Context: an optimization exercise on an open-source flow, tuned for small area and a short achievable clock period. The choices shown serve that exercise and are no tape-out recipe.
The RTL was checked by simulation tests, not by an equivalence proof against the original design.

## neuron_intra_Nbits
module neuron_intra_Nbits #(
parameter N = 16,
parameter N_INPUTS = 16,
parameter LOG_N_INPUTS = 4
) (
    input  wire                         clk,
    input  wire                         rst,
    input  wire                         en,
    input  wire signed [N*N_INPUTS-1:0] W,
    input  wire signed [N*N_INPUTS-1:0] X_N,
    output reg signed [         N-1:0] Out
);
Settings: LEC_CHECK=0, CAP_MARGIN=20, CORE_MARGIN=2, CORE_UTILIZATION=60, SLEW_MARGIN=20, SYNTH_HIERARCHICAL=1, SYNTH_MINIMUM_KEEP_SIZE=0; clock period 14.0 ns.
run.sh (not shown) runs the stock make flow with config.mk's settings and CLKGATE_MAP_FILE= SYNTH_SCRIPT=/design/flow/synth_recipe.tcl, a recipe that flattens the netlist after the stock synthesis.
Edit:
Settings changed: CORE_UTILIZATION 60 to 40.
=> Sequential cell count stays the same. Final cell count came out higher by about 11%. Wire length came out higher by 12%. Setup slack is better by 0.044 ns.
Edit:
Settings changed: CAP_MARGIN 20 to 40, SLEW_MARGIN 20 to 60.
Outcome:
- fmax is higher by 1.4%
- register-to-register slack stays flat
- via count barely changes
- routed wire length is about the same
- cell area barely changes
- final cell count stays flat
- setup slack gains 0.10 ns
- first-iteration DRC count is lower by 2.7%


Another version of the RTL of neuron_intra_Nbits (not shown whole).
Size in the first run: ~510 flip-flops, about 530 I/O pins, about 0.10 mm² of cells after synthesis.
// neuron_intra_Nbits
module neuron_intra_Nbits #(
parameter N = 16,
parameter N_INPUTS = 16,
parameter LOG_N_INPUTS = 4
) (
    input  wire                         clk,
    input  wire                         rst,
    input  wire                         en,
    input  wire signed [N*N_INPUTS-1:0] W,
    input  wire signed [N*N_INPUTS-1:0] X_N,
    output reg signed [         N-1:0] Out
);
Settings: LEC_CHECK=0, CAP_MARGIN=40, CORE_MARGIN=2, CORE_UTILIZATION=40, SLEW_MARGIN=60, SYNTH_HIERARCHICAL=1, SYNTH_MINIMUM_KEEP_SIZE=0; clock period 14.0 ns.
Edit:
==> flow/flow/run.sh (new file) <==
#!/bin/bash
# Own layout flow: the standard flow (standard.sh: unchanged synthesis,
# constraints and steps) with two changes in how the layout is made:
#  - the port buffers that buffer_ports adds to every input and output are
#    sky130_fd_sc_hd__buf_2 rather than the tool's default pick
#    (clkdlybuf4s50_1, a slow delay cell twice the area);
#  - the repair_timing run after clock-tree synthesis aims for 7.6 ns of setup
#    slack (SETUP_SLACK_MARGIN), so the resizer keeps shortening the worst
#    paths after they meet the 14 ns clock. Every other step keeps the default.
# make's and each tool's full output goes to the standard_*.log files here;
# ORFS also keeps a log per step under orfs/logs/.
set -euo pipefail
BP="BUFFER_PORTS_ARGS=-buffer_cell sky130_fd_sc_hd__buf_2"
bash standard.sh "$BP" place > standard_place.log 2>&1
bash standard.sh "$BP" SETUP_SLACK_MARGIN=7.6 cts > standard_cts.log 2>&1
bash standard.sh "$BP" finish > standard_finish.log 2>&1
test -s out/final.def
==> flow/standard.sh (new file) <==
#!/bin/bash
# synth_recipe.tcl (not shown) runs the flow's synth.tcl, then flattens the netlist and writes it again
# the make line also repeats each setting of config.mk as NAME=value (left out here)
make -C /OpenROAD-flow-scripts/flow DESIGN_CONFIG=/design/flow/config.mk WORK_HOME=/design/flow/orfs CLKGATE_MAP_FILE= SYNTH_SCRIPT=/design/flow/synth_recipe.tcl "${@:-finish}"
removed: flow/run.sh
After rerunning: Wire length is higher by 3.3%; sequential share of layout area stays flat; worst hold slack gets worse by 21 ps; worst setup slack gets better by 720 ps.


Setup of v3:
neuron_intra_Nbits again, from the RTL that the note above started with.
clock: 14.0 ns
lec_check: 0
cap_margin: 40
core_margin: 2
core_utilization: 40
slew_margin: 60
synth_hierarchical: 1
synth_minimum_keep_size: 0
standard.sh (not shown) runs the stock make flow with config.mk's settings and CLKGATE_MAP_FILE= SYNTH_SCRIPT=/design/flow/synth_recipe.tcl, a recipe that flattens the netlist after the stock synthesis.
==> flow/flow/run.sh <==
#!/bin/bash
# Own layout flow: the standard flow (standard.sh: unchanged synthesis,
# constraints and steps), except that the port buffers that buffer_ports adds
# to every input and output are sky130_fd_sc_hd__buf_2 rather than the tool's
# default pick (clkdlybuf4s50_1, a slow delay cell twice the area).
# make's and each tool's full output goes to standard_finish.log here; ORFS
# also keeps a log per step under orfs/logs/.
set -euo pipefail
bash standard.sh "BUFFER_PORTS_ARGS=-buffer_cell sky130_fd_sc_hd__buf_2" finish > standard_finish.log 2>&1
test -s out/final.def
Setup changes, v3 to v53
==> flow/flow/run.sh <==
#!/bin/bash
# Own layout flow: the standard flow (standard.sh: unchanged synthesis,
# constraints and steps) with these changes in how the layout is made:
#  - the port buffers that buffer_ports adds to every input and output are
#    sky130_fd_sc_hd__buf_2 rather than the tool's default pick
#    (clkdlybuf4s50_1, a slow delay cell twice the area);
#  - the repair_timing run after clock-tree synthesis aims for 7.6 ns of setup
#    slack, and the one after global routing for 7.5 ns (SETUP_SLACK_MARGIN),
#    so the resizer keeps shortening the worst paths after they meet the
#    14 ns clock. Floorplan and placement keep the default margin.
# make's and each tool's full output goes to the standard_*.log files here;
# ORFS also keeps a log per step under orfs/logs/.
set -euo pipefail
BP="BUFFER_PORTS_ARGS=-buffer_cell sky130_fd_sc_hd__buf_2"
bash standard.sh "$BP" place > standard_place.log 2>&1
bash standard.sh "$BP" SETUP_SLACK_MARGIN=7.6 cts > standard_cts.log 2>&1
bash standard.sh "$BP" SETUP_SLACK_MARGIN=7.5 finish > standard_finish.log 2>&1
test -s out/final.def
[summary]
Delta (v53 minus v3): global-route wire length before repair shows no meaningful change, total routed wirelength held, via density per instance flat. Summary — area overhead of the layout relative to synthesis, v53 relative to v3: higher, by 1.4 points.
The following lists how v20 was set up differently from v53:
--- a/flow/flow/run.sh
+++ b/flow/flow/run.sh
@@ -6,4 +6,4 @@
 #    (clkdlybuf4s50_1, a slow delay cell twice the area);
-#  - the repair_timing run after clock-tree synthesis aims for 7.6 ns of setup
-#    slack, and the one after global routing for 7.5 ns (SETUP_SLACK_MARGIN),
+#  - the repair_timing run after clock-tree synthesis aims for 7.8 ns of setup
+#    slack, and the one after global routing for 7.7 ns (SETUP_SLACK_MARGIN),
 #    so the resizer keeps shortening the worst paths after they meet the
@@ -15,4 +15,4 @@
 bash standard.sh "$BP" place > standard_place.log 2>&1
-bash standard.sh "$BP" SETUP_SLACK_MARGIN=7.6 cts > standard_cts.log 2>&1
-bash standard.sh "$BP" SETUP_SLACK_MARGIN=7.5 finish > standard_finish.log 2>&1
+bash standard.sh "$BP" SETUP_SLACK_MARGIN=7.8 cts > standard_cts.log 2>&1
+bash standard.sh "$BP" SETUP_SLACK_MARGIN=7.7 finish > standard_finish.log 2>&1
 test -s out/final.def
Results
Sum of met2 wire segment lengths after detailed routing: v53 and v20 compared, lower one is v53. Changes observed in v20 relative to v53: number of vias after detailed routing moved up, initial antenna violation count has decreased, setup slack up 230 ps. Cell at the slowest stage of the critical path: sky130_fd_sc_hd__fa_1 -> v53, sky130_fd_sc_hd__fa_2 -> v20.

## what the ideal ports hide
No port has a modelled driver above. Below, the same layouts with a new extraction and two added sets of constraints. Step 1 assumes that a clkbuf_16 drives the clock port and a buf_2 every other input. Step 2 moves the port delays by t, midway between the first and last clock arrival at a register: inputs arrive t later, outputs are due t later. That takes back most of the time a late clock gives input paths. a / b / c = ideal ports / drivers / drivers and shift; a / b = the first two.
| run | t (ns) | setup WS [ns] | clock arrival spread, ns | slew at the worst register clock pin (ns) | pins driven straight from the clock port |
|---|---|---|---|---|---|
| the first run of note 1 | 0.805 | 6.273 / 6.273 / 5.653 | 0.059 / 0.059 | 0.08 / 0.08 | 1 |
| the second run of note 1 | 0.812 | 6.317 / 6.385 / 5.573 | 0.063 / 0.064 | 0.08 / 0.08 | 1 |
| the third run of note 1 | 0.788 | 6.420 / 6.473 / 5.686 | 0.048 / 0.049 | 0.07 / 0.07 | 1 |
| the first run of note 2 | 0.794 | 6.680 / 6.756 / 5.961 | 0.043 / 0.043 | 0.07 / 0.07 | 1 |
| the second run of note 2 | 0.808 | 7.399 / 7.399 / 6.682 | 0.055 / 0.055 | 0.09 / 0.09 | 1 |
| v3 | 0.805 | 6.722 / 6.722 / 6.077 | 0.060 / 0.059 | 0.08 / 0.08 | 1 |
| v53 | 0.807 | 7.424 / 7.494 / 6.687 | 0.053 / 0.054 | 0.09 / 0.09 | 1 |
| v20 | 0.804 | 7.652 / 7.640 / 6.835 | 0.053 / 0.053 | 0.09 / 0.09 | 1 |
After both steps setup and hold are still met in every run listed. The setup slack of v20, which loses most, moves by -0.012 ns with the drivers and by -0.817 ns with both steps.
